Context: an optimization exercise on an open-source flow, tuned for small area, a short achievable clock period and few clock cycles per item. The choices shown serve that exercise and are no tape-out recipe.
RTL that was checked went through simulation tests only; none was proved equivalent to the original.
Power is estimated from default activity; no workload was simulated.

== run A ==
// conv_128_8_16_1
module conv_128_8_16_1(clk, reset, x_data, x_valid, x_ready, y_data, y_valid, y_ready);
For scale: roughly 190 flip-flops.
make LEC_CHECK=0 CAP_MARGIN=20 CORE_MARGIN=2 CORE_UTILIZATION=40 SETUP_SLACK_MARGIN=5 SLEW_MARGIN=20 finish   # period 10.0 ns
run.sh (not shown) runs the stock make flow with config.mk's settings and CLKGATE_MAP_FILE= SYNTH_SCRIPT=/design/flow/synth_recipe.tcl, a recipe that flattens the netlist after the stock synthesis.
Run A finished every stage and its layout cleared the timing, DRC and antenna checks.
Modified inputs, run B compared to run A
- SETUP_SLACK_MARGIN: 5 -> unset
==> flow/flow/run.sh (new file) <==
#!/bin/bash
set -euo pipefail
bash standard.sh SETUP_SLACK_MARGIN=5.5 finish > standard_flow.log 2>&1
==> flow/standard.sh (new file) <==
#!/bin/bash
# synth_recipe.tcl (not shown) runs the flow's synth.tcl, then flattens the netlist and writes it again
# the make line also repeats each setting of config.mk as NAME=value (left out here)
make -C /OpenROAD-flow-scripts/flow DESIGN_CONFIG=/design/flow/config.mk WORK_HOME=/design/flow/orfs CLKGATE_MAP_FILE= SYNTH_SCRIPT=/design/flow/synth_recipe.tcl "${@:-finish}"
removed: flow/run.sh
--- outcome ---
Compared with run A, run B instantiates a larger number of standard cells. Comparing run B and run A, the higher signed area change from the synthesized netlist to the final layout is on run B. Run B and run A ended up with nearly the same final worst hold slack. Cmp run B and run A / power share of the combinational group / higher: run B. Run B vs run A, core utilization went up by 1.4 points. Re count of filler cells inserted in the layout: run A was lower than run B. Diff run B and run A: worst-margin pin slew lower in run A. Compared with run A, in run B cell area went up about 3%; wire length went up 7.1%; sequential share of layout area went down 0.80 points; leakage power went up about 3%.
No functional check of the RTL was part of any run of this note.

========
## job 7189
Another version of the RTL of conv_128_8_16_1 (not shown whole).
Size in the first run: about 2100 cells after synthesis, ~38 I/O pins, roughly 0.019 sq mm of cells after synthesis.
Settings: LEC_CHECK=0, ABC_AREA=1, CAP_MARGIN=20, CORE_MARGIN=2, CORE_UTILIZATION=40, SLEW_MARGIN=20; clock period 10.0 ns.
standard.sh (not shown) runs the stock make flow with config.mk's settings and CLKGATE_MAP_FILE= SYNTH_SCRIPT=/design/flow/synth_recipe.tcl, a recipe that flattens the netlist after the stock synthesis.
==> flow/flow/run.sh <==
#!/bin/bash
set -euo pipefail
bash standard.sh SETUP_SLACK_MARGIN=6.25 "BUFFER_PORTS_ARGS=-buffer_cell sky130_fd_sc_hd__buf_4" finish > standard_flow.log 2>&1
Testbench counts of job 7189, summed over its fixed seeds: cycles 8,208, items 7,744.
Input changes introduced in job 6803 (baseline for comparison: job 7189):
==> flow/flow/run.sh <==
#!/bin/bash
set -euo pipefail
bash standard.sh SETUP_SLACK_MARGIN=6.5 "BUFFER_PORTS_ARGS=-buffer_cell sky130_fd_sc_hd__buf_4" finish > standard_flow.log 2>&1
### Flow results
Job 6803 vs. job 7189: critical path depth went down by 2. | count of placed standard cells including taps | job 7189 vs job 6803 | ≈ equal |. Sort job 6803 and job 7189 by total routed wirelength, ascending, and job 7189 comes first. Between job 6803 and job 7189, the placement-stage cell area is higher for job 6803. Diff job 6803..job 7189 | H-tree level count | unchanged. Final standard cell area without fillers (job 6803 / job 7189): 1.06. Die outline height: job 7189 vs job 6803 identical. Changes observed in job 6803 relative to job 7189: worst setup margin saw an increase, final total power increased about 9%.
> inputs changed (job 6803 -> job 5328)
Settings: an added CTS_CLUSTER_DIAMETER of 60; an added CTS_CLUSTER_SIZE of 30.
==> flow/flow/run.sh <==
#!/bin/bash
set -euo pipefail
bash standard.sh SETUP_SLACK_MARGIN=6.1 "BUFFER_PORTS_ARGS=-buffer_cell sky130_fd_sc_hd__buf_4" finish > standard_flow.log 2>&1
Results
On multi-input combinational cell count, job 5328 and job 6803 are neck and neck.
| power per cell area | job 5328 vs job 6803 | 1.0% lower |
Job 5328: count of buffer and inverter cells on the critical path is 4 lower than what job 6803 reported.
Fraction of standard cell area in multi-input logic: job 5328 higher than job 6803
Run comparison: job 6803 topmost layer with routed signal wires met4; job 5328 topmost layer with routed signal wires met5
The setup slack of job 5328 is lower than that of job 6803.
Job 5328 reports a lower cell internal power dissipation than job 6803 does.
The total routing resource utilization after global routing reported for job 5328 is smaller than that of job 6803 by 0.76 points.
The estimated power of job 5328 ends up lower than the estimate for job 6803.
Summary — final hold slack, job 5328 relative to job 6803: higher, by 6.1 ps.

========
alpha:
The RTL this note starts from:
==> flow/design.v <==
module conv_128_8_16_1(clk, reset, x_data, x_valid, x_ready, y_data, y_valid, y_ready);
  input clk, reset, x_valid, y_ready;
  input signed [15:0] x_data;
  output logic x_ready, y_valid;
  output logic signed [15:0] y_data;
  function automatic int th(input int k);
    case (k)
      0: th = 344;  1: th = 171;  2: th = 207;  3: th = 697;
      4: th = 140;  5: th = 799;  6: th = 3276; default: th = 399;
    endcase
  endfunction
  function automatic logic [16:0] add17(input logic [16:0] a, input logic [16:0] b, input logic ci);
    logic [16:0] p, g, gg, pp, c;
    p = a ^ b;
    g = a & b;
    g[0] = g[0] | (p[0] & ci);
    gg = g; pp = p;
    for (int l = 1; l <= 4; l++)
      for (int i = (1 << l) - 1; i < 17; i += (1 << l)) begin
        gg[i] = gg[i] | (pp[i] & gg[i - (1 << (l - 1))]);
        pp[i] = pp[i] & pp[i - (1 << (l - 1))];
      end
    for (int l = 3; l >= 1; l--)
      for (int i = (1 << l) + (1 << (l - 1)) - 1; i < 17; i += (1 << l)) begin
        gg[i] = gg[i] | (pp[i] & gg[i - (1 << (l - 1))]);
        pp[i] = pp[i] & pp[i - (1 << (l - 1))];
      end
    c = {gg[15:0], ci};
    add17 = p ^ c;
  endfunction
  function automatic logic [33:0] csa(input logic [16:0] a, input logic [16:0] b, input logic [16:0] c);
    csa = {(a & b) | (a & c) | (b & c), a ^ b ^ c};
  endfunction
  logic signed [15:0] xp;         
  logic signed [16:0] x3p, x5p;
  logic [7:0]         satp;       
  logic               vp;
  logic [6:0]         idx;        
  logic signed [15:0] acc0;       
  logic [16:0]        r1, r2, r3, r4, r5, r6;    
  logic [16:0]        y0, y1;     
  logic               v1;
  logic               run;        
  wire [16:0] x1i = {x_data[15], x_data};
  logic [7:0] sat_n;
  always_comb
    for (int k = 0; k < 8; k++)
      sat_n[k] = (x_data > th(k)) | (x_data < -th(k));
  always_ff @(posedge clk)
    if (run) begin
      xp   <= x_data;
      x3p  <= add17(x1i, x1i << 1, 1'b0);
      x5p  <= add17(x1i, x1i << 2, 1'b0);
      satp <= sat_n;
    end
  wire [16:0] x1 = {xp[15], xp};
  wire        xs = xp[15];
  localparam logic [16:0] PHI = 17'h07fff, PLO = 17'h18000;
  function automatic logic [16:0] satv(input logic s, input logic neg, input logic [16:0] u);
    satv = !s ? u : (xs ^ neg) ? PLO : PHI;
  endfunction
  function automatic logic [16:0] keep(input logic s, input logic [16:0] w);
    keep = s ? 17'h0 : w;
  endfunction
  function automatic logic [16:0] keepn(input logic s, input logic [16:0] v);
    keepn = s ? 17'h1ffff : ~v;
  endfunction
  function automatic logic [16:0] sx(input logic [16:0] r);
    for (int i = 0; i < 15; i++)
      sx[i] = r[16] ? (r[15] & r[i]) : (r[15] | r[i]);
    sx[16:15] = {2{r[16]}};
  endfunction
  wire [16:0] a0 = {acc0[15], acc0}, a1 = sx(r1), a2 = sx(r2), a3 = sx(r3), a4 = sx(r4),
              a5 = sx(r5), a6 = sx(r6);
  wire [16:0] s0 = add17(satv(satp[0], 1'b0, x3p << 5), keepn(satp[0], x1), 1'b1);
  wire [33:0] c1 = csa(a0, satv(satp[1], 1'b0, x3p << 6), keepn(satp[1], x1));
  wire [16:0] s1 = add17(c1[16:0], {c1[32:17], 1'b1}, 1'b0);
  wire [33:0] c2 = csa(a1, satv(satp[2], 1'b0, x5p << 5), keepn(satp[2], x1 << 1));
  wire [16:0] s2 = add17(c2[16:0], {c2[32:17], 1'b1}, 1'b0);
  wire [33:0] c3 = csa(a2, satv(satp[3], 1'b1, x1), keepn(satp[3], x3p << 4));
  wire [16:0] s3 = add17(c3[16:0], {c3[32:17], 1'b1}, 1'b0);
  wire [33:0] c4a = csa(satv(satp[4], 1'b1, x3p << 1), keep(satp[4], x1 << 4), keepn(satp[4], x1 << 8));
  wire [33:0] c4 = csa(a3, c4a[16:0], {c4a[32:17], 1'b1});
  wire [16:0] s4 = add17(c4[16:0], {c4[32:17], 1'b0}, 1'b0);
  wire [33:0] c5 = csa(a4, keepn(satp[5], x5p << 3), satv(satp[5], 1'b1, ~x1));
  wire [16:0] s5 = add17(c5[16:0], {c5[32:17], 1'b1}, ~satp[5]);
  wire [16:0] s6 = add17(a5, satv(satp[6], 1'b0, x5p << 1), 1'b0);
  wire [33:0] c7 = csa(a6, satv(satp[7], 1'b0, x5p << 4), keep(satp[7], x1 << 1));
  wire [16:0] s7 = add17(c7[16:0], {c7[32:17], 1'b0}, 1'b0);
  always_comb begin
    for (int i = 0; i < 15; i++)
      y_data[i] = ~y0[16] & (y0[15] | y0[i]);
    y_data[15] = 1'b0;
  end
  wire adv  = vp & run;                  
  wire push = adv & (idx >= 7);          
  wire y0_free = ~y_valid | y_ready;
  always_ff @(posedge clk) begin
    if (adv) begin
      acc0 <= s0[15:0];
      r1 <= s1;
      r2 <= s2;
      r3 <= s3;
      r4 <= s4;
      r5 <= s5;
      r6 <= s6;
    end
    if (~v1) y1 <= s7;
    if (y0_free) y0 <= v1 ? y1 : s7;
  end
  logic vp_n, v1_n, run_n;
  logic [6:0] idx_n;
  always_comb begin
    vp_n  = run ? x_valid : vp;
    v1_n  = y0_free ? 1'b0 : (v1 | push);
    idx_n = adv ? idx + 7'd1 : idx;
    run_n = ~(v1_n & vp_n & (idx_n >= 7));
  end
  always_ff @(posedge clk) begin
    if (reset) begin
      vp      <= 1'b0;
      v1      <= 1'b0;
      y_valid <= 1'b0;
      idx     <= 7'd0;
      run     <= 1'b1;
      x_ready <= 1'b1;
    end else begin
      vp      <= vp_n;
      v1      <= v1_n;
      y_valid <= y0_free ? (v1 | push) : 1'b1;
      idx     <= idx_n;
      run     <= run_n;
      x_ready <= run_n;
    end
  end
endmodule
export LEC_CHECK = 0
export ABC_AREA = 1
export CAP_MARGIN = 20
export CORE_MARGIN = 2
export CORE_UTILIZATION = 40
export CTS_BUF_LIST = sky130_fd_sc_hd__clkbuf_8
export SLEW_MARGIN = 20
create_clock -name core_clock -period 10.0 [get_ports {clk}]
==> flow/flow/run.sh <==
#!/bin/bash
set -euo pipefail
bash standard.sh SETUP_SLACK_MARGIN=6.25 "BUFFER_PORTS_ARGS=-buffer_cell sky130_fd_sc_hd__buf_4" finish > standard_flow.log 2>&1
The flow did not stop early for alpha: all stages ran, and the layout cleared the timing, DRC and antenna checks.
Testbench counts of alpha, summed over its fixed seeds: cycles 8,208, items 7,744.
Input-level comparison between beta and alpha:
# alpha
export LEC_CHECK = 0
export ABC_AREA = 1
export CAP_MARGIN = 20
export CORE_MARGIN = 2
export CORE_UTILIZATION = 40
export CTS_BUF_LIST = sky130_fd_sc_hd__clkbuf_8
export SLEW_MARGIN = 20
create_clock -name core_clock -period 10.0 [get_ports {clk}]
# beta
export LEC_CHECK = 0
export CAP_MARGIN = 20
export CORE_MARGIN = 2
export CORE_UTILIZATION = 40
export CTS_CLUSTER_DIAMETER = 60
export CTS_CLUSTER_SIZE = 30
export SLEW_MARGIN = 20
create_clock -name core_clock -period 10.0 [get_ports {clk}]
[summary]
Global-route usage across alpha and beta: no real change.
beta vs. alpha: sequential share of cell area went down by 1.9 points.
The startpoint of the worst setup timing path comes out xp[15]$_DFFE_PP_ in one run and satp[4]$_DFFE_PP_ in the other, namely in beta and alpha respectively.
beta vs. alpha: combinational power share went up by 2.6 points.

-- re-timing with driven ports --
In the flow no input, the clock included, has a driving cell. The finished layouts below were timed again as built, in two steps. Step 1 assumes that a clkbuf_16 drives the clock port and a buf_2 every other input. Step 2, shift: input delay + t, output delay - t, t = (earliest + latest rising clock arrival at the registers) / 2. This alone moves slack from input paths to output paths. Three values: no drivers, after step 1, after step 2; two values: the first two.
run	t, ns	setup slack, ns	worst setup path after step 2	worst slew at a driven data input, ns	cell pins on the clock port's net
run A	0.522	5.267 / 5.267 / 4.834	input to register	0.04	1
run B	0.518	5.387 / 5.352 / 5.161	input to register	0.04	1
job 7189	0.591	6.336 / 6.336 / 5.782	input to register	0.04	1
job 6803	0.605	6.475 / 6.475 / 5.909	input to register	0.10	1
job 5328	0.607	6.217 / 6.217 / 5.714	input to register	0.04	1
alpha	0.649	6.326 / 6.326 / 5.743	input to register	0.04	1
beta	0.597	6.173 / 6.173 / 5.717	input to register	0.06	1
After both steps setup and hold are still met in every run listed. The setup slack of alpha, which loses most, moves by 0.000 ns with the drivers and by -0.583 ns with both steps.
